Context: an optimization exercise on an open-source flow, tuned for small area, a short achievable clock period and few clock cycles. The choices shown serve that exercise and are no tape-out recipe.
Function was checked by simulation only, so behaviour that the tests miss may differ from the original.
Power figures rest on the tool's default switching activity, not on a simulated workload.

===== design/flow/design.v =====
`default_nettype none
module GenTrianglePoints(
   i_clk, i_rst, i_start, i_v1, i_v2, i_v3,
   o_write, o_done, o_point
);
   parameter SCREEN_WIDTH = 640;
   parameter SCREEN_HEIGHT = 480;
   input         i_clk, i_rst, i_start;
   input [63:0]  i_v1, i_v2, i_v3;  
   output reg    o_write;
   output        o_done;
   output [31:0] o_point;           
   reg st_idle, st_dx, st_dy, st_box, st_mul, st_row, st_walk, st_sweep, st_down;
   reg [10:0] px, py;     
   reg        dir;        
   reg        rsf;        
   reg        hb;         
   reg [3:0]  pos;        
   reg        cxa0, cxa1, cxa2;   
   reg        cya0, cya1, cya2;   
   reg        cxr0, cxr1, cxr2;   
   reg        cyr0, cyr1, cyr2;   
   reg        cn0, cn1, cn2;      
   reg        cdbl, cpass;        
   reg        cdx, cdy;           
   reg [32:0] w0, w1, w2;
   function [32:0] ilv;
      input [14:0] fy, fx;
      integer i;
      begin
         ilv[32:30] = 3'b000;
         for (i = 0; i < 15; i = i + 1) begin
            ilv[2*i+1] = fy[i];
            ilv[2*i]   = fx[i];
         end
      end
   endfunction
   function [14:0] dly;    
      input [32:0] fw;
      integer i;
      for (i = 0; i < 15; i = i + 1) dly[i] = fw[2*i+3];
   endfunction
   function [14:0] dlx;    
      input [32:0] fw;
      integer i;
      for (i = 0; i < 15; i = i + 1) dlx[i] = fw[2*i+2];
   endfunction
   wire signed [14:0] vx0 = dlx(w0), vx1 = dlx(w1), vx2 = dlx(w2);
   wire signed [14:0] vy0 = dly(w0), vy1 = dly(w1), vy2 = dly(w2);
   reg [10:0] x, y, xlo, yhi;
   reg        xone;       
   reg        yhm;        
   reg signed [15:0] mx0, mx1, mx2, my0, my1, my2;    
   reg signed [30:0] e0, e1, e2;
   wire signed [14:0] minxf = (~mx0[15] & mx2[15]) ? vx0 : ((mx0[15] & ~mx1[15]) ? vx1 : vx2);
   wire signed [14:0] minyf = (~my0[15] & my2[15]) ? vy0 : ((my0[15] & ~my1[15]) ? vy1 : vy2);
   wire signed [14:0] maxyf = (my0[15] & ~my2[15]) ? vy0 : ((~my0[15] & my1[15]) ? vy1 : vy2);
   wire signed [14:0] fminx = minxf >>> 4;
   wire signed [14:0] fminy = minyf >>> 4;
   wire signed [14:0] fmaxy = maxyf >>> 4;
   wire signed [11:0] cminx = fminx[11:0] + {11'd0, |minxf[3:0]};
   wire signed [11:0] cminy = fminy[11:0] + {11'd0, |minyf[3:0]};
   wire signed [11:0] cmaxy = fmaxy[11:0] + {11'd0, |maxyf[3:0]};
   wire signed [11:0] bx0 = cminx[11] ? 12'sd0 : cminx;
   wire signed [11:0] by0 = cminy[11] ? 12'sd0 : cminy;
   wire signed [11:0] ymx = {yhm, yhi};
   wire signed [11:0] mxy = (ymx > SCREEN_HEIGHT) ? SCREEN_HEIGHT : ymx;
   wire signed [11:0] y0s = {1'b0, y};
   wire signed [11:0] by1 = (mxy > y0s) ? mxy - 12'sd1 : y0s;
   function [19:0] opnd;
      input [15:0] fx, fy;
      input        xa, ya, xr, yr;
      opnd = ({fx, 4'd0} & {20{xa}}) | ({fy, 4'd0} & {20{ya}}) |
             ({{4{fx[15]}}, fx} & {20{xr}}) | ({{4{fy[15]}}, fy} & {20{yr}});
   endfunction
   wire [19:0] mb0 = opnd(mx0, my0, cxa0, cya0, cxr0, cyr0) ^ {20{cn0}};
   wire [19:0] mb1 = opnd(mx1, my1, cxa1, cya1, cxr1, cyr1) ^ {20{cn1}};
   wire [19:0] mb2 = opnd(mx2, my2, cxa2, cya2, cxr2, cyr2) ^ {20{cn2}};
   wire [30:0] a0 = ({e0[29:0], 1'b0} & {31{cdbl}}) | (e0 & {31{cpass}}) |
                    ({{15{mx1[15]}}, mx1} & {31{cdx}}) | ({{15{my1[15]}}, my1} & {31{cdy}});
   wire [30:0] a1 = ({e1[29:0], 1'b0} & {31{cdbl}}) | (e1 & {31{cpass}}) |
                    ({{15{mx2[15]}}, mx2} & {31{cdx}}) | ({{15{my2[15]}}, my2} & {31{cdy}});
   wire [30:0] a2 = ({e2[29:0], 1'b0} & {31{cdbl}}) | (e2 & {31{cpass}}) |
                    ({{15{mx0[15]}}, mx0} & {31{cdx}}) | ({{15{my0[15]}}, my0} & {31{cdy}});
   wire c0 = cn0;
   wire c1 = cn1;
   wire c2 = cn2;
   wire [30:0] b0w = {{11{mb0[19]}}, mb0};
   wire [30:0] b1w = {{11{mb1[19]}}, mb1};
   wire [30:0] b2w = {{11{mb2[19]}}, mb2};
   wire [31:0] t0 = {a0, c0} + {b0w, c0};
   wire [31:0] t1 = {a1, c1} + {b1w, c1};
   wire [31:0] t2 = {a2, c2} + {b2w, c2};
   wire signed [30:0] s0 = t0[31:1];
   wire signed [30:0] s1 = t1[31:1];
   wire signed [30:0] s2 = t2[31:1];
   wire [30:0] p0w = a0 ^ b0w;
   wire [30:0] p1w = a1 ^ b1w;
   wire [30:0] p2w = a2 ^ b2w;
   wire sg0 = p0w[30] ^ carry31({1'b1, a0[29:0]}, {1'b0, b0w[29:0]}, c0);
   wire sg1 = p1w[30] ^ carry31({1'b1, a1[29:0]}, {1'b0, b1w[29:0]}, c1);
   wire sg2 = p2w[30] ^ carry31({1'b1, a2[29:0]}, {1'b0, b2w[29:0]}, c2);
   wire dyp0 = ~my0[15] & (|my0);
   wire dyp1 = ~my1[15] & (|my1);
   wire dyp2 = ~my2[15] & (|my2);
   wire dyn0 = my0[15];
   wire dyn1 = my1[15];
   wire dyn2 = my2[15];
   function carry31;
      input [30:0] fa, fb;
      input        fc;
      reg [31:0] g, p;
      reg [15:0] g1, p1;
      reg [7:0]  g2, p2;
      reg [3:0]  g3, p3;
      reg [1:0]  g4, p4;
      integer i;
      begin
         g = {fa & fb, fc};
         p = {fa ^ fb, 1'b0};
         for (i = 0; i < 16; i = i + 1) begin
            g1[i] = g[2*i+1] | (p[2*i+1] & g[2*i]);
            p1[i] = p[2*i+1] & p[2*i];
         end
         for (i = 0; i < 8; i = i + 1) begin
            g2[i] = g1[2*i+1] | (p1[2*i+1] & g1[2*i]);
            p2[i] = p1[2*i+1] & p1[2*i];
         end
         for (i = 0; i < 4; i = i + 1) begin
            g3[i] = g2[2*i+1] | (p2[2*i+1] & g2[2*i]);
            p3[i] = p2[2*i+1] & p2[2*i];
         end
         for (i = 0; i < 2; i = i + 1) begin
            g4[i] = g3[2*i+1] | (p3[2*i+1] & g3[2*i]);
            p4[i] = p3[2*i+1] & p3[2*i];
         end
         carry31 = g4[1] | (p4[1] & g4[0]);
      end
   endfunction
   function out_test;
      input        sg0, sg1, sg2;   
      input        towards;    
      input        p0, p1, p2, q0, q1, q2;  
      reg le0, le1, le2, ge0, ge1, ge2, nd0, nd1, nd2, ni0, ni1, ni2;
      begin
         le0 = sg0;  ge0 = ~sg0;
         le1 = sg1;  ge1 = ~sg1;
         le2 = sg2;  ge2 = ~sg2;
         nd0 = towards ? ~q0 : ~p0;  ni0 = towards ? ~p0 : ~q0;
         nd1 = towards ? ~q1 : ~p1;  ni1 = towards ? ~p1 : ~q1;
         nd2 = towards ? ~q2 : ~p2;  ni2 = towards ? ~p2 : ~q2;
         out_test = ((le0 & nd0) | (le1 & nd1) | (le2 & nd2)) &
                    ((ge0 & ni0) | (ge1 & ni1) | (ge2 & ni2));
      end
   endfunction
   wire is_in = (~e0[30] & (|e0) & ~e1[30] & (|e1) & ~e2[30] & (|e2)) |
                (e0[30] & e1[30] & e2[30]);
   wire bo_sum  = out_test(sg0, sg1, sg2, ~dir,
                           dyp0, dyp1, dyp2, dyn0, dyn1, dyn2);
   wire ao_sum  = out_test(sg0, sg1, sg2, dir,
                           dyp0, dyp1, dyp2, dyn0, dyn1, dyn2);
   wire [10:0] xhi = xone ? xlo : SCREEN_WIDTH - 1;
   wire [10:0] xb = dir ? xlo : xhi;           
   wire [10:0] xa = dir ? xhi : xlo;           
   wire at_b = (x == xb);
   wire at_a = (x == xa);
   wire last_row = (y == yhi);
   wire fwd_ok    = ~at_a & ~ao_sum;
   wire walk_stop = at_b | bo_sum;
   wire emit = is_in & (st_sweep | (st_row & rsf));
   assign o_done  = st_idle;
   assign o_point = {5'd0, py, 5'd0, px};
   wire cap = ~(st_dx | st_dy | st_box | st_mul | st_row | st_walk | st_sweep | st_down);
   wire mul_end  = st_mul & hb & (pos == 4'd0);
   wire row_fwd  = st_row & rsf & ~at_a;
   wire row_back = st_row & ~rsf;
   wire walk_mv  = st_walk & ~at_b;
   wire sw_fwd   = st_sweep & ~at_a;
   wire down_mv  = st_down;
   wire row_end  = (st_row & rsf & ~fwd_ok) | (st_sweep & ~fwd_ok);
   wire n_dx    = cap & i_start;
   wire n_dxc   = cap;                    
   wire n_dy    = st_dx;
   wire n_box   = st_dy;
   wire n_mul   = st_box | (st_mul & ~mul_end);
   wire n_row   = mul_end | down_mv;
   wire n_walk  = (st_row & ~rsf & ~bo_sum) | (st_walk & ~walk_stop);
   wire n_sweep = (st_row & rsf & fwd_ok) | (st_row & ~rsf & bo_sum) | (st_walk & walk_stop) |
                  (st_sweep & fwd_ok);
   wire n_down  = (row_end & ~last_row);
   wire n_idle  = (cap & ~i_start) | (row_end & last_row);
   wire n_dir = st_mul | (st_down ? ~dir : dir);
   wire n_rsf = st_mul | (st_down ? (at_a | ao_sum) : rsf);
   wire n_back = n_walk | (n_row & ~n_rsf);
   wire n_hb  = st_mul & ~hb;
   wire [3:0] n_pos = st_box ? 4'd14 : (hb ? pos - 4'd1 : pos);
   wire n_top = (n_pos == 4'd14);
   wire n_hi  = (n_pos >= 4'd4);
   wire nabit = (st_box ? by0[10] : (hb ? y[10] : x[10])) & n_hi;
   wire nb0 = w0[31];
   wire nb1 = w1[31];
   wire nb2 = w2[31];
   wire ndp0 = n_top ? (nabit | nb0) : (nabit & ~nb0);
   wire ndp1 = n_top ? (nabit | nb1) : (nabit & ~nb1);
   wire ndp2 = n_top ? (nabit | nb2) : (nabit & ~nb2);
   wire ndn0 = ~n_top & ~nabit & nb0;
   wire ndn1 = ~n_top & ~nabit & nb1;
   wire ndn2 = ~n_top & ~nabit & nb2;
   wire e_en  = st_mul | row_fwd | row_back | walk_mv | sw_fwd | down_mv;
   wire [10:0] x_inc = x + 11'd1;
   wire [10:0] x_dec = x - 11'd1;
   wire x_fwd_mv  = row_fwd | sw_fwd;
   wire x_back_mv = row_back | walk_mv;
   always @(posedge i_clk) begin
      if (e_en) begin
         e0 <= s0;  e1 <= s1;  e2 <= s2;
      end
      if (cap | st_dx) begin
         mx0 <= cap ? {i_v1[14], i_v1[14:0]} : s0[15:0];
         mx1 <= cap ? {i_v2[14], i_v2[14:0]} : s1[15:0];
         mx2 <= cap ? {i_v3[14], i_v3[14:0]} : s2[15:0];
      end
      if (cap | st_dy) begin
         my0 <= cap ? {i_v1[46], i_v1[46:32]} : s0[15:0];
         my1 <= cap ? {i_v2[46], i_v2[46:32]} : s1[15:0];
         my2 <= cap ? {i_v3[46], i_v3[46:32]} : s2[15:0];
      end
      if (cap) begin
         w0 <= ilv(i_v1[46:32], i_v1[14:0]);
         w1 <= ilv(i_v2[46:32], i_v2[14:0]);
         w2 <= ilv(i_v3[46:32], i_v3[14:0]);
      end else begin
         w0 <= w0 << 1;  w1 <= w1 << 1;  w2 <= w2 << 1;
      end
      if (st_box) begin
         xlo <= bx0[10:0];  xone <= (bx0 > SCREEN_WIDTH - 1);  {yhm, yhi} <= cmaxy;
      end
      if (st_box)
        x <= bx0[10:0];
      else if (st_mul & hb & (pos >= 4'd4))
        x <= {x[9:0], x[10]};
      else if (x_fwd_mv | x_back_mv)
        x <= (x_fwd_mv ^ dir) ? x_dec : x_inc;
      if (st_mul & ~hb & (pos == 4'd14)) yhi <= by1[10:0];
      if (st_box)
        y <= by0[10:0];
      else if (st_mul & ~hb & (pos >= 4'd4))
        y <= {y[9:0], y[10]};
      else if (down_mv)
        y <= y + 11'd1;
      if (st_box | st_mul) begin
         pos <= n_pos;
         hb <= n_hb;
      end
      dir <= n_dir;
      rsf <= n_rsf;
      o_write <= emit & ~i_rst;
      px <= x;
      py <= y;
      cdx <= n_dxc;
      cdy <= n_dy;
      if (n_dxc | n_dy) begin
         {cxa0, cxa1, cxa2} <= 3'b000;
         {cya0, cya1, cya2} <= 3'b000;
         {cxr0, cxr1, cxr2} <= {3{n_dxc}};
         {cyr0, cyr1, cyr2} <= {3{n_dy}};
         {cn0, cn1, cn2} <= 3'b111;
         cdbl  <= 1'b0;
         cpass <= 1'b0;
      end else if (n_mul) begin
         {cxa0, cxa1, cxa2} <= 3'b000;
         {cya0, cya1, cya2} <= 3'b000;
         cxr0 <= ~n_hb & (ndp0 | ndn0);
         cxr1 <= ~n_hb & (ndp1 | ndn1);
         cxr2 <= ~n_hb & (ndp2 | ndn2);
         cyr0 <= n_hb & (ndp0 | ndn0);
         cyr1 <= n_hb & (ndp1 | ndn1);
         cyr2 <= n_hb & (ndp2 | ndn2);
         cn0 <= n_hb ? ndp0 : ndn0;
         cn1 <= n_hb ? ndp1 : ndn1;
         cn2 <= n_hb ? ndp2 : ndn2;
         cdbl  <= ~n_hb & ~n_top;
         cpass <= n_hb;
      end else begin
         {cxa0, cxa1, cxa2} <= {3{n_down}};
         {cya0, cya1, cya2} <= {3{~n_down}};
         {cxr0, cxr1, cxr2} <= 3'b000;
         {cyr0, cyr1, cyr2} <= 3'b000;
         cn0 <= ~n_down & (n_back ^ n_dir);
         cn1 <= ~n_down & (n_back ^ n_dir);
         cn2 <= ~n_down & (n_back ^ n_dir);
         cdbl  <= 1'b0;
         cpass <= 1'b1;
      end
      st_dx    <= n_dx;
      st_dy    <= n_dy;
      st_box   <= n_box;
      st_mul   <= n_mul;
      st_row   <= n_row;
      st_walk  <= n_walk;
      st_sweep <= n_sweep;
      st_down  <= n_down;
      st_idle  <= n_idle;
      if (i_rst) begin
         st_idle <= 1'b1;  st_dx <= 1'b0;  st_dy <= 1'b0;  st_box <= 1'b0;  st_mul <= 1'b0;  st_row <= 1'b0;
         st_walk <= 1'b0;  st_sweep <= 1'b0;  st_down <= 1'b0;
      end
   end
endmodule

===== design/flow/flow/run.sh =====
#!/bin/bash
# The standard layout, with plain buffers (rather than delay buffers) on the ports.
set -euo pipefail
export BUFFER_PORTS_ARGS="-buffer_cell sky130_fd_sc_hd__buf_2"
bash standard.sh > standard.log 2>&1

===== design/flow/standard.sh =====
#!/bin/bash
# synth_recipe.tcl (not shown) runs the flow's synth.tcl, then flattens the netlist and writes it again
# the make line also repeats each setting of config.mk as NAME=value (left out here)
make -C /OpenROAD-flow-scripts/flow DESIGN_CONFIG=/design/flow/config.mk WORK_HOME=/design/flow/orfs CLKGATE_MAP_FILE= SYNTH_SCRIPT=/design/flow/synth_recipe.tcl "${@:-finish}"

===== design/flow/config.mk =====
export PLATFORM = sky130hd
export DESIGN_NAME = GenTrianglePoints
export DESIGN_NICKNAME = GenTrianglePoints
export VERILOG_FILES = /design/flow/design.v
export SDC_FILE = /design/flow/constraint.sdc
export NUM_CORES = 4
export LEC_CHECK = 0
export CAP_MARGIN = 30
export CORE_MARGIN = 2
export CORE_UTILIZATION = 30
export SLEW_MARGIN = 20

===== design/flow/constraint.sdc =====
create_clock -name core_clock -period 24.0 [get_ports {i_clk}]
set_input_delay 4.8000 -clock core_clock [delete_from_list [all_inputs] [get_ports {i_clk}]]
set_output_delay 4.8000 -clock core_clock [all_outputs]
set_load 0.01 [all_outputs]

==> flow_summary.json, run 1 <==
{
  "status": "finished clean",
  "cts_sinks": 385,
  "cp_max_fo": 1,
  "antenna_found_initial": 1,
  "pin_count": 229,
  "io_buffers": 116,
  "hold_buffers": 0,
  "final_min_period_over_clock_period_pct": 24.4,
  "yosysSeqAreaShare_pct": 41.0,
  "rsz0062_at_grt": "no",
  "die_y_um": 291,
  "yosysWarningCount": 1,
  "synth_area_leaders": "edfxtp_1, dfxtp_1, nand2_1, ha_1, xnor2_1",
  "numPlacedInstances": 3758,
  "clockRootBuffer": "clkbuf_16",
  "hold_viol": 0,
  "worst_setup_path_start_kind": "flop",
  "synth_cell_type_count": 84,
  "grt_overflow_total": 0,
  "drt_iter0_markers": 1970,
  "use_met2_pct": 29.7,
  "syn_inst": 2682,
  "path_buf_inv": 1,
  "initial_core_util_pct": 30.2,
  "dieArea_sq_um": 84600,
  "cts_resized": 0,
  "crit_family": "flip-flops",
  "vias": 21000,
  "insertion_delay_ns": 0.59,
  "setup_tns_ns": 0,
  "power.density_nw_per_um2": 167,
  "core_area_sq_um": 81700,
  "worst_pin_slew_ns": 0.883,
  "cts_buffers": 42,
  "syn_avg_cell_area_sq_um": 9.20,
  "peakVddDrop_mv": 0.0619,
  "setup_viol": 0,
  "cts_tree": "yes",
  "synth_edf_count": 240,
  "critPathMaxStageDelay_ns": 0.33,
  "clk_pin_slew_ns": 0.06,
  "finalMaxSlewViolations": 0,
  "drt-total-wl_um": 81400,
  "worstPathArrival_ns": 1.05,
  "synth_area_sq_um": 24700,
  "grt_use_total_pct": 18.7,
  "cts_setup_buffers": 0,
  "avgViaCountPerCell": 5.46,
  "end_kind": "output port",
  "area_delta_synth_final_pct": 12.6,
  "grt_max_degree": 85,
  "crit_required_ns": 19.20,
  "post-dp-hpwl_um": 61500,
  "drive_gt1_share_pct": 9.90,
  "fp.dieW_um": 291,
  "synth-seq-cells": 385,
  "slowest_stage": "dfxtp_1",
  "ctsHtreeMaxLevel": 2,
  "place.gp.congestion": 0.941,
  "synth_top_area_share_pct": 29.2,
  "grt_util_met3_pct": 3.15,
  "final_nets": 3051,
  "grt_pass1_wl_um": 122000,
  "skew_ns": 0.0287,
  "fp-row-count": 105,
  "hold_path_class": "flop to flop",
  "detail_route.wl_per_cell_um": 21.2,
  "clock.fmax_mhz": 171,
  "cap_violations": 0,
  "met1_usage_pct": 24.7,
  "top_usage_layer": "met2",
  "maxSlewHeadroom_pct": 41.1,
  "nFillCells": 8497,
  "fin_cells": 3840,
  "finalCriticalPeriod_ns": 5.85,
  "worstSetupPathType": "flop to output port",
  "crit_chain": "buf_2",
  "drc": 0,
  "grt_pass1_vias": 19600,
  "yosysTopAreaCell": "edfxtp_1",
  "synth_ff_type": "edfxtp_1",
  "drt_first_pass_iters": 5,
  "leakage_uw": 0.0114,
  "finalWorstSetupSlack_ns": 18.15,
  "dp_slack_ns": 18.38,
  "clockBufferDepth": 3,
  "async_flop_share_pct": 0,
  "ant_nets": 0
}
[routing by layer]
layer	vias to the layer above	share of wire [%]
met5	-	0.0098
met4	2	5.1
met3	170	7.1
met2	769	45
met1	10000	43
li1	10000	-
[per-stage QoR]
step	utilization, %	total power, uW	hold slack, ns	area, sq um
after floorplan	-	3210	0.346	24700
after global placement	32.2	3870	0.409	26300
after detailed placement	32.2	3890	0.407	26300
after CTS	34.0	4600	0.422	27800
after global routing	34.0	4970	0.434	27800
final	34.0	4630	0.422	27800
[cells in the mapped netlist, types with 15 or more instances]
master      n
a211oi_1   41
a21o_1     92
a21oi_1   139
a221o_1    48
a221oi_1   51
a22o_1     46
a22oi_1    96
a31oi_1    17
and2_1     36
and3_1     18
buf_1      27
clkbuf_1  103
dfxtp_1   145
edfxtp_1  240
ha_1      120
inv_1      73
mux2i_1    57
nand2_1   484
nand2b_1   27
nand3_1    34
nand4_1    22
nor2_1    140
nor2b_1    39
nor3_1     33
nor4_1     41
o21a_1     27
o21ai_0    85
o22ai_1    15
xnor2_1   148
xor2_1     59
[final timing paths]
check        startpoint           to  slack [ns]  depth (start not counted)
max reg2reg         dir        x[10]       18.73                         21
max               py[9]  o_point[25]       18.15                          1
min               w0[0]        w0[1]        0.42                          2
min reg2reg       w0[0]        w0[1]        0.42                          2
[cell type report]
cell class / count / area (sq um) / share of cell area (%)
clock inverters: 23 / 259 / 0.931
well taps: 1070 / 1340 / 4.81
multi-input cells: 2079 / 13700 / 49.4
inverters: 74 / 280 / 1.01
diodes: 1 / 2.50 / 0.00900
flip-flops and latches: 385 / 10100 / 36.4
clock buffers: 55 / 1190 / 4.29
repair buffers: 153 / 887 / 3.19
[registers in the layout, indices dropped and copies added, names as in the netlist, 14 cells and up]
register,count
my2,16
my0,16
vx2,15
vy0,14
vy2,14
e1,31
vy1,14
mx0,16
mx1,16
e2,31
my1,16
vx1,15
vx0,15
e0,31
mx2,16
[layout by cell type, fill, tap and decap left out, types with 92 or more instances in the layout]
cell,Yosys,routed
a21o_1,92,92
a21oi_1,139,139
a22oi_1,96,96
buf_2,10,117
dfxtp_1,145,140
edfxtp_1,240,240
ha_1,120,120
nand2_1,484,482
nor2_1,140,140
xnor2_1,148,148
[logic make-up after synthesis]
group	synth area share [%]
buffers and inverters	3.75
XOR/XNOR	7.57
multiplexers	2.58
AO/OA/AOI/OAI	22.1
adder cells (fa/ha/maj)	6.16
AND/OR/NAND/NOR	16.9
flip-flops	41.0
other	0.0152
[where the power goes]
part           total, uW  internal [uW]  leakage (uW)  switching (uW)
clock network        689            399      0.000708             291
registers           1200           1030       0.00351             168
logic               2740           1120       0.00714            1620
total               4630           2550        0.0114            2080
Testbench counts, summed over its fixed seeds: cycles 177,487.
==> run 2: changes to the inputs <==
--- a/design/flow/config.mk
+++ b/design/flow/config.mk
@@ -9,3 +9,6 @@
 export CORE_MARGIN = 2
-export CORE_UTILIZATION = 30
+export CORE_UTILIZATION = 50
+export CTS_CLUSTER_DIAMETER = 60
+export CTS_CLUSTER_SIZE = 20
+export PLACE_DENSITY = 0.75
 export SLEW_MARGIN = 20
==> run 2 against run 1 <==
Effect of this change:
- critical path depth stayed put
- die area fell by 40%
- largest cell class unchanged
- clock skew grew 0.019 ns
- still clean
- clock power decreased by 8.0%
==> flow_summary.json, run 2 <==
{
  "status": "finished clean",
  "synth_area_leaders": "edfxtp_1, dfxtp_1, nand2_1, ha_1, xnor2_1",
  "drt-total-wl_um": 78400,
  "cap_violations": 0,
  "hold_buffers": 0,
  "synth.most_common_cell": "nand2_1",
  "finalMaxSlewViolations": 0,
  "drt_iter0_markers": 2775,
  "layout_commonest_cell": "nand2_1",
  "vias": 21800,
  "io_buffers": 116,
  "final_nets": 3040,
  "cp_max_fo": 1,
  "crit_family": "flip-flops",
  "synth_area_sq_um": 24700,
  "crit_required_ns": 19.20,
  "fp.dieW_um": 226,
  "syn_inst": 2682,
  "critPathMaxStageDelay_ns": 0.32,
  "cts_buffers": 37,
  "worst_setup_path_start_kind": "flop",
  "grt_overflow_total": 0,
  "rsz0062_at_grt": "no",
  "yosysWarningCount": 1,
  "synth_top_area_share_pct": 29.2,
  "cts_resized": 0,
  "initial_core_util_pct": 50.5,
  "post-dp-hpwl_um": 58300,
  "cts_tree": "yes",
  "skew_ns": 0.0472,
  "crit_chain": "buf_2",
  "synth-seq-cells": 385,
  "avgViaCountPerCell": 6.39,
  "r2r_end": "x[10]",
  "finalCriticalPeriod_ns": 5.84,
  "setup_viol": 0,
  "yosysTopAreaCell": "edfxtp_1",
  "core_area_sq_um": 48800,
  "antenna_found_initial": 4,
  "worst_pin_slew_ns": 1.02,
  "grt_pass1_wl_um": 120000,
  "grt_pass1_vias": 20600,
  "detail_route.wl_per_cell_um": 22.9,
  "clk_pin_slew_ns": 0.08,
  "grt_max_degree": 84,
  "leakage_uw": 0.0113,
  "top_regs": "e0 (31), e1 (31), e2 (31)",
  "r2r-start": "dir",
  "die_y_um": 226,
  "synth_ff_type": "edfxtp_1",
  "hold_viol": 0,
  "power.density_nw_per_um2": 170,
  "peakVddDrop_mv": 0.0699,
  "worstSetupPathType": "flop to output port",
  "whs_path_depth": 2,
  "drt_first_pass_iters": 6,
  "clock.fmax_mhz": 171,
  "maxSlewHeadroom_pct": 31.4,
  "drc": 0,
  "ctsHtreeMaxLevel": 2,
  "insertion_delay_ns": 0.60,
  "cts_setup_buffers": 0,
  "yosysSeqAreaShare_pct": 41.0,
  "whs_ns": 0.436,
  "setup.worst_path.end": "o_point[10]",
  "place.gp.congestion": 1.01,
  "rr_worst_depth": 21,
  "mostFrequentLayoutCells": "nand2_1, edfxtp_1, xnor2_1",
  "ant_nets": 0,
  "hold_path_class": "flop to flop",
  "end_kind": "output port",
  "r2r_slack_ns": 18.33,
  "cp-startpoint": "px[10]",
  "syn_avg_cell_area_sq_um": 9.20,
  "pin_count": 229,
  "final_min_period_over_clock_period_pct": 24.3,
  "synth_cell_type_count": 84,
  "drive_gt1_share_pct": 9.48,
  "clockRootBuffer": "clkbuf_16",
  "setup_tns_ns": 0,
  "synth_edf_count": 240,
  "worstPathArrival_ns": 1.04,
  "slowest_stage": "dfxtp_1",
  "path_buf_inv": 1,
  "cts_sinks": 385,
  "cp.depth": 1,
  "synthTopCellsByCount": "nand2_1, edfxtp_1, xnor2_1",
  "grt_use_total_pct": 30.6,
  "async_flop_share_pct": 0,
  "dieArea_sq_um": 51200,
  "clockBufferDepth": 3,
  "hold_start": "w0[1]",
  "final_core_util_pct": 55.4,
  "fp-row-count": 81,
  "area_delta_synth_final_pct": 9.70
}
[run 2: routing by layer]
layer	vias up	track usage (%)	part of all wire (%)
met5	-	0	0.062
met4	6	14.6	5.3
met3	213	6.17	9.7
met2	1190	48.1	45
met1	10500	40.4	40
li1	9985	-	-
[run 2: final cells by class]
cell class / count / area (sq um)
timing repair buffer: 147 / 841
tap: 664 / 831
sequential: 385 / 10100
inverter: 74 / 280
clock inverter: 25 / 290
multi-input combinational: 2079 / 13700
fill: 4423 / 21800
clock buffer: 43 / 1000
antenna: 2 / 5.00
[run 2: worst reg2reg max path, delay by kind of cell, from the launching register on]
| kind | cells | cell delay, ns |
|---|---|---|
| AOI/OAI and AO/OA | 11 | 1.99 |
| DFF | 1 | 0.71 |
| muxes | 1 | 0.27 |
| and+or+nand+nor | 6 | 1.35 |
| adders and majority gates | 1 | 0.41 |
| xor gates and xnor gates | 2 | 0.75 |
[run 2: per-stage QoR]
step                total power [uW]  worst slack [ns]  instances  cell area, sq um
floorplan                       3210             18.65       2691             24700
global placement                3790             18.34       3346             25700
detailed placement              3890             18.09       3347             25700
CTS                             4540             18.10       3415             27000
global route                    4910             17.79       3417             27100
finish                          4610             18.16       3419             27100
[run 2: cells by family (layout without fill, tap and decap cells)]
kind of cell / Yosys count / after routing / share of synthesized area (%)
compound gates: 753 / 753 / 22.1
xor+xnor: 210 / 210 / 7.57
fa+ha+maj: 121 / 121 / 6.16
buf+inv: 227 / 289 / 3.75
flops: 385 / 385 / 41.0
mux: 63 / 63 / 2.58
other cells: 1 / 12 / 0.0152
simple gates: 922 / 922 / 16.9
[run 2: worst min-delay path by stage]
stage | slack [ns] | to
2_1_floorplan | 0.35 | px[10]
3_3_place_gp | 0.41 | w0[1]
3_5_place_dp | 0.41 | w0[1]
4_1_cts | 0.43 | w0[1]
5_1_grt | 0.45 | vy1[10]
6_report | 0.44 | vx0[0]
[run 2: where the power goes]
group          switching, uW  internal (uW)
Sequential               177           1030
Clock                    298            336
Combinational           1650           1120
==> run 3: changes to the inputs <==
--- a/design/flow/config.mk
+++ b/design/flow/config.mk
@@ -9,6 +9,6 @@
 export CORE_MARGIN = 2
-export CORE_UTILIZATION = 50
+export CORE_UTILIZATION = 65
 export CTS_CLUSTER_DIAMETER = 60
 export CTS_CLUSTER_SIZE = 20
-export PLACE_DENSITY = 0.75
+export PLACE_DENSITY = 0.8
 export SLEW_MARGIN = 20
==> run 3 against run 2 <==
Effect of this change:
- first-iteration DRC count down 5.8%
- total power grew 0.29%
- largest cell class unchanged
- sequential power about the same
- highest routed layer unchanged
- largest power group unchanged
- hold slack hardly changed
- flip-flop and latch count is the same
- clock power fell by 3.8%
==> flow_summary.json, run 3 <==
{
  "final_nets": 3041,
  "leakage_uw": 0.0112,
  "synth.most_common_cell": "nand2_1",
  "clockRootBuffer": "clkbuf_16",
  "clockBufferDepth": 3,
  "end_kind": "output port",
  "regArea_sq_um": 10100,
  "core_area_sq_um": 37600,
  "crit_family": "flip-flops",
  "met1_length_um": 30500,
  "route.met3.wl_um": 8760,
  "cts_sinks": 385,
  "clock.fmax_mhz": 172,
  "area_delta_synth_final_pct": 8.70,
  "synth_simple_gate_area_share_pct": 16.9,
  "crit_chain": "buf_2",
  "detail_route.wl_per_cell_um": 23.5,
  "synth_area_sq_um": 24700,
  "layout_commonest_cell": "nand2_1",
  "synth-seq-cells": 385,
  "multi_input_area_sq_um": 13700,
  "numPlacedInstances": 3195,
  "antenna_found_initial": 1,
  "maxSlewHeadroom_pct": 35.7,
  "avgViaCountPerCell": 6.65,
  "top_layer": "met5",
  "path_buf_inv": 1,
  "synthAdderAreaFrac_pct": 6.16,
  "slowest_stage": "dfxtp_1",
  "initial_core_util_pct": 65.7,
  "peakVddDrop_mv": 0.0959,
  "yosysWarningCount": 1,
  "setup_viol": 0,
  "syn_inst": 2682,
  "antenna_cells": 0,
  "synth_top_family_by_area": "compound AO/OA/AOI/OAI gates",
  "cts_setup_buffers": 0,
  "finalMaxSlewViolations": 0,
  "mostFrequentLayoutCells": "nand2_1, edfxtp_1, xnor2_1",
  "vias": 21700,
  "combPwrFrac_pct": 60.7,
  "grt_use_total_pct": 38.6,
  "yosysTopAreaCell": "edfxtp_1",
  "die_y_um": 199,
  "p_total_uw": 4630,
  "synth_area_leaders": "edfxtp_1, dfxtp_1, nand2_1, ha_1, xnor2_1",
  "grt_pass1_wl_um": 116000,
  "drc": 0,
  "yosysSeqAreaShare_pct": 41.0,
  "rr_worst_depth": 20,
  "drive_gt1_share_pct": 9.46,
  "ant_nets": 0,
  "io_buffers": 116,
  "grt_overflow_total": 0,
  "cap_violations": 0,
  "cts_tree": "yes",
  "synth_cell_type_count": 84,
  "worst_setup_path_start_kind": "flop",
  "setup_tns_ns": 0,
  "intPower_uw": 2470,
  "p_switching_uw": 2150,
  "r2r-start": "dir",
  "async_flop_share_pct": 0,
  "rsz0062_at_grt": "no",
  "ctsHtreeMaxLevel": 2,
  "syn_avg_cell_area_sq_um": 9.20,
  "wl_met2_um": 34100,
  "synth_edf_count": 240,
  "synthTopCellsByCount": "nand2_1, edfxtp_1, xnor2_1",
  "min_to": "w2[1]",
  "crit_required_ns": 19.20,
  "status": "finished clean",
  "final_min_period_over_clock_period_pct": 24.2,
  "cts_buffers": 36,
  "power.density_nw_per_um2": 172,
  "insertion_delay_ns": 0.57,
  "clkPwrFrac_pct": 13.2,
  "synth_ff_type": "edfxtp_1",
  "hold_path_class": "flop to flop",
  "worstSetupPathType": "flop to output port",
  "fp.dieW_um": 199,
  "hold_viol": 0,
  "drt_first_pass_iters": 6,
  "sw_frac_of_total_pct": 46.6,
  "synthMuxAreaShare_pct": 2.58,
  "r2r_end": "x[10]",
  "grt_max_degree": 81,
  "hold_start": "w2[0]",
  "drt-total-wl_um": 76600,
  "fp-row-count": 71,
  "post-dp-hpwl_um": 56800,
  "cts_resized": 0,
  "synthXorXnorAreaFrac_pct": 7.57,
  "pwr-share-seq_pct": 26.1,
  "nFillCells": 2892,
  "drt_iter0_markers": 2614,
  "synth_top_area_share_pct": 29.2,
  "worst_pin_slew_ns": 0.965,
  "whs_path_depth": 2,
  "skew_ns": 0.0293,
  "fin_cells": 3260,
  "cp_max_fo": 1,
  "pin_count": 229,
  "critPathMaxStageDelay_ns": 0.32,
  "r2r_slack_ns": 18.32,
  "grt_pass1_vias": 20200,
  "finalCriticalPeriod_ns": 5.82,
  "worstPathArrival_ns": 1.02,
  "dieArea_sq_um": 39600,
  "clk_pin_slew_ns": 0.08,
  "synth_compound_area_share_pct": 22.1,
  "top_regs": "e0 (31), e1 (31), e2 (31)",
  "place.gp.congestion": 0.994,
  "hold_buffers": 0
}
## run 3: cell counts after synthesis
No cell type changed its count.
## run 3: layer usage
| metal | track usage [%] | vias up |
|---|---|---|
| met1 | 53.5 | 10300 |
| met4 | 15.4 | 2 |
| met5 | 0 | - |
| met3 | 7.49 | 166 |
| met2 | 59.7 | 1181 |
| li1 | - | 9993 |
## run 3: cells by family after synthesis
logic type | count (synthesis)
AO/OA/AOI/OAI | 753
XOR/XNOR | 210
adder cells (fa/ha/maj) | 121
buffers and inverters | 227
flip-flops | 385
multiplexers | 63
other | 1
AND/OR/NAND/NOR | 922
## run 3: worst register-to-register path, delay by kind of cell (launching register included)
family          cells  cell delay, ns
fa+ha+maj           1            0.39
flops               1            0.67
compound gates     10            1.79
simple gates        6            1.65
xor+xnor            2            0.66
mux                 1            0.26
## run 3: cell type report
cell class / instances / area share [%]
Inverter: 74 / 1.04
Clock inverter: 22 / 1.03
Sequential cell: 385 / 37.7
Timing Repair Buffer: 149 / 3.15
Tap cell: 511 / 2.38
Clock buffer: 40 / 3.60
Multi-Input combinational cell: 2079 / 51.1
## run 3: worst max-delay path by stage
| stage | startpoint | end | slack, ns | cells past startpoint |
|---|---|---|---|---|
| 5_1_grt | dir | x[9] | 17.88 | 20 |
| 4_1_cts | dir | x[9] | 18.14 | 20 |
| 6_report | py[3] | o_point[19] | 18.18 | 1 |
| 2_1_floorplan | i_rst | st_walk | 18.65 | 2 |
| 3_5_place_dp | dir | x[10] | 18.17 | 20 |
| 3_3_place_gp | dir | x[10] | 18.39 | 20 |
## run 3: stage by stage
stage                     area [sq um]  setup WS [ns]  util [%]  hold slack [ns]
final                            26800          18.18      71.4            0.435
after global routing             26800          17.88      71.4            0.453
after floorplan                  24700          18.65         -            0.346
after CTS                        26800          18.14      71.3            0.436
after global placement           25500          18.39      68.0            0.413
after detailed placement         25500          18.17      68.0            0.419
## run 3: power by group through the flow
stage          sequential, uW  combinational, uW  clock, uW
2_1_floorplan            1130               2080          0
3_3_place_gp             1210               2620          0
3_5_place_dp             1210               2690          0
4_1_cts                  1200               2720        613
5_1_grt                  1220               3060        634
6_report                 1210               2810        610
==> run 4: changes to the inputs <==
--- a/design/flow/config.mk
+++ b/design/flow/config.mk
@@ -9,3 +9,3 @@
 export CORE_MARGIN = 2
-export CORE_UTILIZATION = 65
+export CORE_UTILIZATION = 30
 export CTS_CLUSTER_DIAMETER = 60
==> run 4 against run 3 <==
Effect of this change:
- cell count grew 17%
- first-iteration DRC count shrank 9.5%
- total power shrank 2.9%
- maximum frequency shrank 1.2%
- synthesized cell count is the same
- clock skew grew 0.016 ns
- utilization shrank 38 points
- via count shrank 0.95%
- cell area grew 1.8%
- register-to-register slack gained 0.32 ns
- count of clock-buffer cells in the layout is the same
- critical endpoint is now o_done
- largest cell class unchanged
- largest power group unchanged
==> flow_summary.json, run 4 <==
{
  "status": "finished clean",
  "avgViaCountPerCell": 5.63,
  "pwr-share-seq_pct": 26.7,
  "final_nets": 3036,
  "cp.depth": 1,
  "drt_iter0_markers": 2365,
  "setup_viol": 0,
  "area_delta_synth_final_pct": 10.6,
  "cp-startpoint": "st_idle",
  "vias": 21500,
  "grt_overflow_total": 0,
  "post-dp-hpwl_um": 58800,
  "cap_violations": 0,
  "drt-total-wl_um": 77700,
  "power.density_nw_per_um2": 164,
  "end_kind": "output port",
  "finalCriticalPeriod_ns": 5.89,
  "intPower_uw": 2410,
  "hold_start": "vy2[1]",
  "crit_family": "flip-flops",
  "initial_core_util_pct": 30.2,
  "ctsHtreeMaxLevel": 1,
  "p_switching_uw": 2090,
  "maxSlewHeadroom_pct": 24.8,
  "multi_input_area_sq_um": 13700,
  "hold_buffers": 0,
  "setup_tns_ns": 0,
  "critPathMaxStageDelay_ns": 0.36,
  "syn_inst": 2682,
  "clockRootBuffer": "clkbuf_16",
  "cts_tree": "yes",
  "cts_setup_buffers": 0,
  "synth.most_common_cell": "nand2_1",
  "worstPathArrival_ns": 1.09,
  "antenna_found_initial": 6,
  "drc": 0,
  "rsz0062_at_grt": "no",
  "yosysWarningCount": 1,
  "finalWorstSetupSlack_ns": 18.11,
  "r2r-start": "dir",
  "dieArea_sq_um": 84600,
  "async_flop_share_pct": 0,
  "nFillCells": 8274,
  "clock.fmax_mhz": 170,
  "pin_count": 229,
  "syn_avg_cell_area_sq_um": 9.20,
  "ant_nets": 0,
  "core_area_sq_um": 81700,
  "synth_cell_type_count": 84,
  "drt_first_pass_iters": 5,
  "crit_chain": "buf_2",
  "slowest_stage": "dfxtp_1",
  "hold_path_class": "flop to flop",
  "top_regs": "e0 (31), e1 (31), e2 (31)",
  "skew_ns": 0.0458,
  "grt_use_total_pct": 17.6,
  "synth_area_sq_um": 24700,
  "path_buf_inv": 1,
  "layout_commonest_cell": "nand2_1",
  "synth_ff_type": "edfxtp_1",
  "clkPwrFrac_pct": 11.8,
  "die_y_um": 291,
  "sw_frac_of_total_pct": 46.4,
  "finalMaxSlewViolations": 0,
  "worst_pin_slew_ns": 1.13,
  "fp.dieW_um": 291,
  "yosysTopAreaCell": "edfxtp_1",
  "yosysSeqAreaShare_pct": 41.0,
  "hold_viol": 0,
  "insertion_delay_ns": 0.63,
  "worstSetupPathType": "flop to output port",
  "worst_setup_path_start_kind": "flop",
  "synth-seq-cells": 385,
  "peakVddDrop_mv": 0.0861,
  "crit_required_ns": 19.20,
  "cts_resized": 0,
  "rr_worst_depth": 21,
  "clockBufferDepth": 3,
  "final_min_period_over_clock_period_pct": 24.5,
  "numPlacedInstances": 3756,
  "fin_cells": 3815,
  "grt_max_degree": 92,
  "synth_top_area_share_pct": 29.2,
  "synthTopCellsByCount": "nand2_1, edfxtp_1, xnor2_1",
  "synth_edf_count": 240,
  "fp-row-count": 105,
  "clk_pin_slew_ns": 0.08,
  "io_buffers": 116,
  "synth_area_leaders": "edfxtp_1, dfxtp_1, nand2_1, ha_1, xnor2_1",
  "dp_slack_ns": 18.47,
  "grt_pass1_wl_um": 118000,
  "cp_max_fo": 1,
  "place.gp.congestion": 1.00,
  "detail_route.wl_per_cell_um": 20.4,
  "combPwrFrac_pct": 61.4,
  "whs_path_depth": 2,
  "cts_buffers": 30,
  "cts_sinks": 385,
  "leakage_uw": 0.0111,
  "mostFrequentLayoutCells": "nand2_1, edfxtp_1, xnor2_1",
  "regArea_sq_um": 10100,
  "grt_pass1_vias": 20200,
  "drive_gt1_share_pct": 9.04
}
## run 4: cell counts after synthesis
Identical to the previous run, type by type.
## run 4: worst paths after layout
| check | endpoint | slack [ns] |
|---|---|---|
| hold reg to reg | vx2[2] | 0.43 |
| setup / recovery | o_done | 18.11 |
| setup reg to reg | x[10] | 18.64 |
| hold / removal | vx2[2] | 0.43 |
## run 4: kinds of logic after synthesis
family / synth area share, %
and+or+nand+nor: 16.9
AOI/OAI and AO/OA: 22.1
DFF: 41.0
buffers and inverters: 3.75
xor gates and xnor gates: 7.57
adders and majority gates: 6.16
muxes: 2.58
other: 0.0152
## run 4: final cells by class
class / count / share of cell area [%]
tap: 1070 / 4.90
clock buffer: 40 / 3.00
inverter: 74 / 1.03
sequential: 385 / 37.0
antenna: 1 / 0.00916
timing repair buffer: 150 / 3.06
multi-input combinational: 2079 / 50.2
clock inverter: 16 / 0.729
## run 4: metal layers
metal	vias to the layer above	part of all wire (%)	wire length [um]	GRT usage, %
li1	9978	-	-	-
met3	202	9.5	7360	3.18
met2	1079	47	36200	29.5
met1	10200	38	29600	21.5
met4	12	5.8	4490	9.33
met5	-	0.089	69	0
## run 4: metrics by stage
stage	hold slack, ns	power, uW	area [sq um]	utilization, %
after detailed placement	0.414	3880	26300	32.1
after global placement	0.410	3810	26300	32.1
final	0.431	4490	27300	33.4
after floorplan	0.346	3210	24700	-
after global routing	0.452	4780	27300	33.4
after CTS	0.430	4420	27300	33.4
## run 4: power groups by stage
stage	clock (uW)	sequential (uW)	combinational (uW)
global route	556	1210	3010
floorplan	0	1130	2080
finish	530	1200	2760
detailed placement	0	1210	2670
global placement	0	1200	2610
CTS	535	1190	2700
## run 4: tightest hold or removal path, delay by kind of cell (launching register included)
kind	cells	cell delay (ns)
flops	1	0.31
simple gates	2	0.09
==> run 5: changes to the inputs <==
--- a/design/flow/design.v
+++ b/design/flow/design.v
@@ -49,3 +49,3 @@
    wire signed [14:0] vy0 = dly(w0), vy1 = dly(w1), vy2 = dly(w2);
-   reg [10:0] x, y, xlo, yhi;
+   reg [10:0] x, y, yhi;
    reg        xone;       
@@ -161,3 +161,4 @@
                            dyp0, dyp1, dyp2, dyn0, dyn1, dyn2);
-   wire [10:0] xhi = xone ? xlo : SCREEN_WIDTH - 1;
+   wire [10:0] xlo = xone ? x : 11'd0;
+   wire [10:0] xhi = xone ? x : SCREEN_WIDTH - 1;
    wire [10:0] xb = dir ? xlo : xhi;           
@@ -235,3 +236,3 @@
       if (st_box) begin
-         xlo <= bx0[10:0];  xone <= (bx0 > SCREEN_WIDTH - 1);  {yhm, yhi} <= cmaxy;
+         xone <= (bx0 > SCREEN_WIDTH - 1);  {yhm, yhi} <= cmaxy;
       end
==> run 5 against run 4 <==
Effect of this change:
- clock skew shrank 0.013 ns
- highest routed layer is now met4
- still clean
- total power fell by 2.8%
- sequential power about the same
- cell count shrank 2.2%
- die area fell by 2.3%
- routed wire length shrank 3.4%
- setup slack better by 0.0094 ns
==> flow_summary.json, run 5 <==
{
  "cts_sinks": 374,
  "hold_viol": 0,
  "synth_top_area_share_pct": 28.5,
  "clockRootBuffer": "clkbuf_16",
  "grt_use_total_pct": 17.7,
  "post-dp-hpwl_um": 56400,
  "synth_cell_type_count": 96,
  "die_y_um": 287,
  "synthTopCellsByCount": "nand2_1, edfxtp_1, xnor2_1",
  "r2r-start": "cpass",
  "antenna_found_initial": 0,
  "initial_core_util_pct": 30.4,
  "drc": 0,
  "cts_buffers": 28,
  "grt_max_degree": 91,
  "mostFrequentLayoutCells": "nand2_1, edfxtp_1, xnor2_1",
  "avgViaCountPerCell": 5.62,
  "final_nets": 2975,
  "finalCriticalPeriod_ns": 5.88,
  "rr_worst_depth": 17,
  "top_regs": "e0 (31), e1 (31), e2 (31)",
  "final_core_util_pct": 33.6,
  "crit_required_ns": 19.20,
  "peakVddDrop_mv": 0.0962,
  "worstSetupPathType": "flop to output port",
  "fp-row-count": 103,
  "nFillCells": 7964,
  "cts_setup_buffers": 0,
  "area_delta_synth_final_pct": 10.4,
  "final_min_period_over_clock_period_pct": 24.5,
  "yosysSeqAreaShare_pct": 40.6,
  "ctsHtreeMaxLevel": 1,
  "drt_iter0_markers": 2479,
  "grt_pass1_wl_um": 115000,
  "dieArea_sq_um": 82600,
  "grt_pass1_vias": 19800,
  "synth-seq-cells": 374,
  "hold_buffers": 0,
  "layout_commonest_cell": "nand2_1",
  "ant_nets": 0,
  "rsz0062_at_grt": "no",
  "synth_area_leaders": "edfxtp_1, dfxtp_1, nand2_1, ha_1, xnor2_1",
  "power.density_nw_per_um2": 164,
  "setup_viol": 0,
  "clk_pin_slew_ns": 0.08,
  "yosysWarningCount": 1,
  "whs_path_depth": 2,
  "syn_avg_cell_area_sq_um": 9.21,
  "skew_ns": 0.0331,
  "cts_resized": 0,
  "finalMaxSlewViolations": 0,
  "async_flop_share_pct": 0,
  "r2r_slack_ns": 18.76,
  "maxSlewHeadroom_pct": 32.6,
  "critPathMaxStageDelay_ns": 0.35,
  "antenna_cells": 0,
  "synth_ff_type": "edfxtp_1",
  "grt_overflow_total": 0,
  "drt-total-wl_um": 75000,
  "min_to": "vx2[0]",
  "synth_edf_count": 229,
  "fp.dieW_um": 287,
  "cp_max_fo": 1,
  "regArea_sq_um": 9780,
  "place.gp.congestion": 0.966,
  "io_buffers": 116,
  "crit_family": "flip-flops",
  "crit_chain": "buf_2",
  "core_area_sq_um": 79300,
  "multi_input_area_sq_um": 13500,
  "setup_tns_ns": 0,
  "end_kind": "output port",
  "clock.fmax_mhz": 170,
  "synth_area_sq_um": 24100,
  "path_buf_inv": 1,
  "clockBufferDepth": 3,
  "drt_first_pass_iters": 7,
  "hold_start": "w2[1]",
  "synth.most_common_cell": "nand2_1",
  "worstPathArrival_ns": 1.08,
  "cap_violations": 0,
  "worst_pin_slew_ns": 1.00,
  "detail_route.wl_per_cell_um": 20.1,
  "cts_tree": "yes",
  "status": "finished clean",
  "leakage_uw": 0.0107,
  "vias": 21000,
  "yosysTopAreaCell": "edfxtp_1",
  "hold_path_class": "flop to flop",
  "r2r_end": "e2[28]",
  "syn_inst": 2617,
  "slowest_stage": "dfxtp_1",
  "drive_gt1_share_pct": 9.25,
  "worst_setup_path_start_kind": "flop",
  "insertion_delay_ns": 0.61,
  "pin_count": 229
}
[run 5: changes by cell type in the layout (fill, tap and decap cells not counted), moves of 12 or more]
cell      delta
a21o_1      -19
a31oi_1     -12
nor2_1      -16
o21bai_1    +12
xnor2_1     +16
xor2_1      -17
[run 5: how the worst max path moves through the flow]
stage	from	depth (start not counted)	slack, ns	to
after floorplan	i_rst	2	18.69	st_idle
after global placement	i_v2[46]	3	18.43	my1[15]
after detailed placement	i_v2[46]	3	18.43	my1[15]
after CTS	st_idle	1	18.04	o_done
after global routing	st_idle	1	18.07	o_done
final	st_idle	1	18.12	o_done
[run 5: kinds of logic (layout without fill, tap and decap cells)]
group / count (synthesis) / count (layout) / synth area share (%)
muxes: 58 / 58 / 2.43
adders and majority gates: 121 / 121 / 6.31
DFF: 374 / 374 / 40.6
buffers and inverters: 218 / 272 / 3.78
and+or+nand+nor: 907 / 907 / 17.2
xor gates and xnor gates: 209 / 209 / 7.75
other: 1 / 10 / 0.0156
AOI/OAI and AO/OA: 729 / 729 / 21.9
[run 5: layout make-up]
class / count / share of cell area [%]
clock inverters: 16 / 0.616
well taps: 1050 / 4.94
flip-flops and latches: 374 / 36.8
clock buffers: 35 / 2.81
repair buffers: 152 / 3.25
multi-input cells: 2034 / 50.6
inverters: 69 / 0.983
[run 5: stage by stage]
step	instances	power, uW	instance area (sq um)	hold WS [ns]	worst slack (ns)
6_report	3730	4370	26600	0.431	18.12
5_1_grt	3730	4670	26600	0.463	18.07
4_1_cts	3727	4310	26600	0.436	18.04
3_5_place_dp	3676	3800	25700	0.418	18.43
3_3_place_gp	3672	3730	25600	0.412	18.43
2_1_floorplan	2626	3170	24100	0.346	18.69
[run 5: metal layers]
layer	global-route usage [%]	part of all wire, %	vias to the layer above
li1	-	-	9724
met1	22.0	39	9948
met2	28.8	46	1083
met3	3.38	9.6	209
met4	10.1	6.2	0
met5	0	0	-
[run 5: power breakdown]
group	internal, uW	leakage, uW	switching [uW]
combinational	1120	0.00686	1580
sequential	1010	0.00341	166
clock	232	0.000443	261
Testbench counts of run 5, summed over its fixed seeds: cycles 177,751.
==> run 6: changes to the inputs <==
--- a/design/flow/config.mk
+++ b/design/flow/config.mk
@@ -10,4 +10,4 @@
 export CORE_UTILIZATION = 30
-export CTS_CLUSTER_DIAMETER = 60
-export CTS_CLUSTER_SIZE = 20
+export CTS_CLUSTER_DIAMETER = 70
+export CTS_CLUSTER_SIZE = 24
 export PLACE_DENSITY = 0.8
==> run 6 against run 5 <==
Effect of this change:
- clock power fell by 2%
- routed wire length fell by 0.57%
- setup slack improved by 0.0019 ns
- cell count fell by 0.11%
- hold slack improved by 0.0047 ns
- synthesized area did not move
- critical path type unchanged
- critical endpoint unchanged
- highest routed layer is now met5
==> flow_summary.json, run 6 <==
{
  "status": "finished clean",
  "yosysWarningCount": 1,
  "rr_worst_depth": 17,
  "end_kind": "output port",
  "leakage_uw": 0.0107,
  "sw_frac_of_total_pct": 46.2,
  "fp.dieW_um": 287,
  "grt_max_degree": 91,
  "maxSlewHeadroom_pct": 34.3,
  "drt_first_pass_iters": 6,
  "synth_area_leaders": "edfxtp_1, dfxtp_1, nand2_1, ha_1, xnor2_1",
  "detail_route.wl_per_cell_um": 20.0,
  "whs_ns": 0.435,
  "nFillCells": 7988,
  "ctsHtreeMaxLevel": 1,
  "drc": 0,
  "cts_setup_buffers": 0,
  "place.gp.congestion": 0.966,
  "synth_top_area_share_pct": 28.5,
  "finalMaxSlewViolations": 0,
  "antenna_found_initial": 1,
  "drive_gt1_share_pct": 9.08,
  "crit_required_ns": 19.20,
  "critPathMaxStageDelay_ns": 0.35,
  "syn_avg_cell_area_sq_um": 9.21,
  "cts_resized": 0,
  "grt_pass1_vias": 19800,
  "intPower_uw": 2340,
  "yosysTopAreaCell": "edfxtp_1",
  "mostFrequentLayoutCells": "nand2_1, edfxtp_1, xnor2_1",
  "dieArea_sq_um": 82600,
  "post-dp-hpwl_um": 56400,
  "drt_iter0_markers": 2181,
  "syn_inst": 2617,
  "setup_tns_ns": 0,
  "async_flop_share_pct": 0,
  "r2r_end": "e2[28]",
  "cp.depth": 1,
  "clockRootBuffer": "clkbuf_16",
  "grt_overflow_total": 0,
  "core_area_sq_um": 79300,
  "clk_pin_slew_ns": 0.09,
  "r2r-start": "cpass",
  "layout_commonest_cell": "nand2_1",
  "pin_count": 229,
  "rsz0062_at_grt": "no",
  "clock.fmax_mhz": 170,
  "hold_path_class": "flop to flop",
  "initial_core_util_pct": 30.4,
  "power.density_nw_per_um2": 164,
  "finalCriticalPeriod_ns": 5.88,
  "worst_setup_path_start_kind": "flop",
  "p_switching_uw": 2010,
  "cp-startpoint": "st_idle",
  "die_y_um": 287,
  "cp_max_fo": 1,
  "whs_path_depth": 2,
  "final_min_period_over_clock_period_pct": 24.5,
  "pwr-share-seq_pct": 26.9,
  "peakVddDrop_mv": 0.102,
  "yosysSeqAreaShare_pct": 40.6,
  "cts_tree": "yes",
  "crit_family": "flip-flops",
  "drt-total-wl_um": 74600,
  "final_nets": 2972,
  "synth_edf_count": 229,
  "fp-row-count": 103,
  "crit_chain": "buf_2",
  "synth_area_sq_um": 24100,
  "slowest_stage": "dfxtp_1",
  "skew_ns": 0.0395,
  "clkPwrFrac_pct": 11.0,
  "clockBufferDepth": 3,
  "hold_viol": 0,
  "cts_buffers": 25,
  "insertion_delay_ns": 0.61,
  "combPwrFrac_pct": 62.1,
  "area_delta_synth_final_pct": 10.3,
  "cts_sinks": 374,
  "worstPathArrival_ns": 1.08,
  "worst_pin_slew_ns": 0.978,
  "synth_cell_type_count": 96,
  "grt_use_total_pct": 17.7,
  "synth_ff_type": "edfxtp_1",
  "avgViaCountPerCell": 5.59,
  "ant_nets": 0,
  "hold_buffers": 0,
  "setup_viol": 0,
  "io_buffers": 116,
  "synthTopCellsByCount": "nand2_1, edfxtp_1, xnor2_1",
  "grt_pass1_wl_um": 115000,
  "cap_violations": 0,
  "synth.most_common_cell": "nand2_1",
  "r2r_slack_ns": 18.69,
  "worstSetupPathType": "flop to output port",
  "synth-seq-cells": 374,
  "path_buf_inv": 1,
  "vias": 20800,
  "setup.worst_path.end": "o_done",
  "top_regs": "e0 (31), e1 (31), e2 (31)"
}
## run 6: cell counts after synthesis
Identical to the previous run, type by type.
## run 6: per-stage QoR
step | instances | power [uW] | setup slack (ns) | instance area (sq um) | utilization, %
2_1_floorplan | 2626 | 3170 | 18.69 | 24100 | -
3_3_place_gp | 3672 | 3730 | 18.43 | 25600 | 32.3
3_5_place_dp | 3676 | 3800 | 18.43 | 25700 | 32.4
4_1_cts | 3722 | 4290 | 18.04 | 26500 | 33.5
5_1_grt | 3725 | 4660 | 18.06 | 26600 | 33.5
6_report | 3726 | 4350 | 18.12 | 26600 | 33.5
## run 6: worst min-delay path by stage
| stage | end | from | slack (ns) |
|---|---|---|---|
| floorplan | py[2] | y[2] | 0.35 |
| global placement | vx2[0] | w2[1] | 0.41 |
| detailed placement | vx2[0] | w2[1] | 0.42 |
| CTS | vx2[0] | w2[1] | 0.44 |
| global route | vy0[11] | vx0[11] | 0.46 |
| finish | vx2[0] | w2[1] | 0.44 |
## run 6: power groups by stage
stage | Combinational, uW | Sequential, uW | Clock [uW]
final | 2700 | 1170 | 480
after global routing | 2970 | 1180 | 507
after CTS | 2650 | 1160 | 486
after detailed placement | 2630 | 1180 | 0
after global placement | 2560 | 1180 | 0
after floorplan | 2070 | 1100 | 0
## run 6: kinds of logic (layout without fill, tap and decap cells)
family                     Yosys count  count (layout)  synth area share [%]
other                                1              11                0.0156
AOI/OAI and AO/OA                  729             729                  21.9
buffers and inverters              218             267                  3.78
xor gates and xnor gates           209             209                  7.75
and+or+nand+nor                    907             907                  17.2
adders and majority gates          121             121                  6.31
DFF                                374             374                  40.6
muxes                               58              58                  2.43
## run 6: area by class of cell
| cell class | instances | area [sq um] | share of cell area, % |
|---|---|---|---|
| Tap cell | 1050 | 1310 | 4.94 |
| Multi-Input combinational cell | 2034 | 13500 | 50.7 |
| Clock buffer | 33 | 687 | 2.58 |
| Clock inverter | 13 | 183 | 0.687 |
| Antenna cell | 1 | 2.50 | 0.00942 |
| Timing Repair Buffer | 152 | 873 | 3.29 |
| Inverter | 69 | 262 | 0.984 |
| Sequential cell | 374 | 9780 | 36.8 |
## run 6: layer usage
metal	up-vias	share of wire (%)	wire length (um)	track usage, %
met5	-	0.017	13	0
met4	2	6.5	4850	10.2
met3	227	9.9	7410	3.70
met2	1062	45	33800	28.5
met1	9815	38	28500	21.9
li1	9731	-	-	-
==> run 7: changes to the inputs <==
--- a/design/flow/config.mk
+++ b/design/flow/config.mk
@@ -7,8 +7,8 @@
 export LEC_CHECK = 0
-export CAP_MARGIN = 30
+export CAP_MARGIN = 15
 export CORE_MARGIN = 2
 export CORE_UTILIZATION = 30
-export CTS_CLUSTER_DIAMETER = 70
-export CTS_CLUSTER_SIZE = 24
+export CTS_CLUSTER_DIAMETER = 60
+export CTS_CLUSTER_SIZE = 20
 export PLACE_DENSITY = 0.8
-export SLEW_MARGIN = 20
+export SLEW_MARGIN = 10
==> run 7 against run 6 <==
Effect of this change:
- register-to-register slack worse by 0.02 ns
- non-clock buffer count is 5 lower
- first-iteration DRC count is 4.9% higher
- clock power is 9.0% higher
- count of clock-buffer cells in the layout is 3 higher
- synthesized cell count stayed put
- routed wire length is 0.14% higher
- clock skew is 0.0053 ns lower
- critical path depth stayed put
- cell count is 0.11% higher
- via count is 0.21% higher
- cell area is 0.27% higher
- critical path type unchanged
==> flow_summary.json, run 7 <==
{
  "ctsHtreeMaxLevel": 1,
  "post-dp-hpwl_um": 56300,
  "cap_violations": 0,
  "die_y_um": 287,
  "drt-total-wl_um": 74700,
  "slowest_stage": "dfxtp_1",
  "setup_tns_ns": 0,
  "synth_edf_count": 229,
  "synth-seq-cells": 374,
  "antenna_cells": 0,
  "maxSlewHeadroom_pct": 22.8,
  "cts_tree": "yes",
  "end_kind": "output port",
  "clockBufferDepth": 3,
  "layout_commonest_cell": "nand2_1",
  "whs_path_depth": 2,
  "grt_overflow_total": 0,
  "mostFrequentLayoutCells": "nand2_1, edfxtp_1, xnor2_1",
  "crit_required_ns": 19.20,
  "final_nets": 2972,
  "synth_area_sq_um": 24100,
  "vias": 20900,
  "yosysTopAreaCell": "edfxtp_1",
  "clk_pin_slew_ns": 0.08,
  "r2r_slack_ns": 18.67,
  "clock.fmax_mhz": 170,
  "path_buf_inv": 1,
  "cts_sinks": 374,
  "avgViaCountPerCell": 5.60,
  "grt_use_total_pct": 17.6,
  "synth.most_common_cell": "nand2_1",
  "worst_pin_slew_ns": 1.15,
  "fp.dieW_um": 287,
  "detail_route.wl_per_cell_um": 20.0,
  "area_delta_synth_final_pct": 10.6,
  "min_to": "vx2[0]",
  "r2r-start": "cpass",
  "cts_resized": 0,
  "crit_chain": "buf_2",
  "antenna_found_initial": 0,
  "rsz0062_at_grt": "no",
  "grt_max_degree": 91,
  "io_buffers": 116,
  "insertion_delay_ns": 0.63,
  "final_min_period_over_clock_period_pct": 24.6,
  "rr_worst_depth": 17,
  "grt_pass1_vias": 19700,
  "cts_setup_buffers": 0,
  "core_area_sq_um": 79300,
  "skew_ns": 0.0342,
  "final_core_util_pct": 33.6,
  "place.gp.congestion": 0.966,
  "syn_avg_cell_area_sq_um": 9.21,
  "synth_cell_type_count": 96,
  "leakage_uw": 0.0107,
  "pin_count": 229,
  "synth_top_area_share_pct": 28.5,
  "worst_setup_path_start_kind": "flop",
  "synth_area_leaders": "edfxtp_1, dfxtp_1, nand2_1, ha_1, xnor2_1",
  "initial_core_util_pct": 30.4,
  "hold_viol": 0,
  "hold_path_class": "flop to flop",
  "drt_first_pass_iters": 6,
  "synth_ff_type": "edfxtp_1",
  "synthTopCellsByCount": "nand2_1, edfxtp_1, xnor2_1",
  "worstSetupPathType": "flop to output port",
  "worstPathArrival_ns": 1.09,
  "drc": 0,
  "ant_nets": 0,
  "status": "finished clean",
  "drt_iter0_markers": 2288,
  "grt_pass1_wl_um": 114000,
  "r2r_end": "e2[28]",
  "finalCriticalPeriod_ns": 5.89,
  "peakVddDrop_mv": 0.0827,
  "hold_start": "w2[1]",
  "fp-row-count": 103,
  "power.density_nw_per_um2": 164,
  "dieArea_sq_um": 82600,
  "drive_gt1_share_pct": 9.33,
  "syn_inst": 2617,
  "cts_buffers": 30,
  "critPathMaxStageDelay_ns": 0.35,
  "yosysWarningCount": 1,
  "hold_buffers": 0,
  "clockRootBuffer": "clkbuf_16",
  "setup_viol": 0,
  "crit_family": "flip-flops",
  "top_regs": "e0 (31), e1 (31), e2 (31)",
  "cp_max_fo": 1,
  "yosysSeqAreaShare_pct": 40.6,
  "async_flop_share_pct": 0,
  "finalMaxSlewViolations": 0
}
run 7: layout make-up:
cell class / count / area [sq um]
Clock buffer: 36 / 783
Clock inverter: 20 / 224
Fill cell: 7986 / 52600
Inverter: 69 / 262
Multi-Input combinational cell: 2034 / 13500
Sequential cell: 374 / 9780
Tap cell: 1050 / 1310
Timing Repair Buffer: 147 / 811
run 7: worst reg2reg max path, cell delays in order, from the launching register on:
cell and delay [ns]:
dfxtp_2 0.32, buf_4 0.36, buf_4 0.68, a22oi_1 0.21
nand2_1 0.12, ha_1 0.26, a211o_1 0.33, a2111oi_0 0.46
o211ai_1 0.34, and3_1 0.28, o311ai_1 0.71, o311a_1 0.31
o31ai_1 0.13, a21oi_1 0.16, nor2b_1 0.07, o21a_1 0.16
nor2_1 0.11, xnor2_1 0.07
run 7: through the flow:
stage	instance area (sq um)	total power [uW]	std cells	hold slack [ns]	setup slack, ns
after floorplan	24100	3170	2626	0.346	18.69
after CTS	26600	4320	3728	0.438	18.03
after global routing	26600	4680	3730	0.465	18.05
after global placement	25600	3730	3672	0.412	18.43
after detailed placement	25600	3800	3672	0.421	18.44
final	26600	4380	3730	0.432	18.11
run 7: cell families (layout without fill, tap and decap cells):
logic type                 after synthesis  in the layout  synth area share (%)
AOI/OAI and AO/OA                      729            729                  21.9
xor gates and xnor gates               209            209                  7.75
muxes                                   58             58                  2.43
buffers and inverters                  218            272                  3.78
other                                    1             10                0.0156
and+or+nand+nor                        907            907                  17.2
adders and majority gates              121            121                  6.31
DFF                                    374            374                  40.6
run 7: worst max-delay path by stage:
stage                        start      end  cells after the start
after floorplan              i_rst  st_idle                      2
after global placement    i_v2[46]  my1[15]                      3
after detailed placement  i_v2[14]  mx1[15]                      3
after CTS                  st_idle   o_done                      1
after global routing       st_idle   o_done                      1
final                      st_idle   o_done                      1
run 7: metal layers:
metal | up-vias | GRT usage (%) | wire length (um)
li1 | 9718 | - | -
met2 | 1004 | 28.9 | 34400
met4 | 0 | 9.62 | 4400
met3 | 198 | 3.21 | 6630
met1 | 9961 | 21.9 | 29200
met5 | - | 0 | 0
run 7: where the power goes:
part / internal [uW] / switching (uW) / leakage (uW) / total (uW)
clock network: 248 / 275 / 0.000487 / 523
logic: 1110 / 1570 / 0.00683 / 2680
registers: 1010 / 170 / 0.00341 / 1180
total: 2370 / 2020 / 0.0107 / 4380

## separate check: timing with driven ports
The results above use ideal ports. As a check the final layouts listed here were re-extracted and re-timed, cells and wires unchanged.
Step 1 assumes that a clkbuf_16 drives the clock port and a buf_2 every other input.
Step 2 moves the port delays by t, midway between the first and last clock arrival at a register: inputs arrive t later, outputs are due t later. That takes back most of the time a late clock gives input paths.
Three values: no drivers, after step 1, after step 2; two values: the first two.
run | shift t [ns] | setup slack, ns | slew at the worst register clock pin (ns) | worst data-port slew with drivers (ns)
run 1 | 0.647 | 18.152 / 18.082 / 18.361 | 0.07 / 0.07 | 0.10
run 2 | 0.631 | 18.156 / 18.097 / 18.331 | 0.08 / 0.08 | 0.07
run 3 | 0.612 | 18.183 / 18.127 / 18.321 | 0.08 / 0.08 | 0.06
run 4 | 0.662 | 18.112 / 18.055 / 18.454 | 0.09 / 0.09 | 0.11
run 5 | 0.655 | 18.122 / 18.056 / 18.415 | 0.09 / 0.09 | 0.07
run 6 | 0.651 | 18.124 / 18.057 / 18.418 | 0.10 / 0.10 | 0.07
run 7 | 0.675 | 18.106 / 18.039 / 18.420 | 0.09 / 0.09 | 0.07
After both steps setup and hold are still met in every run listed.
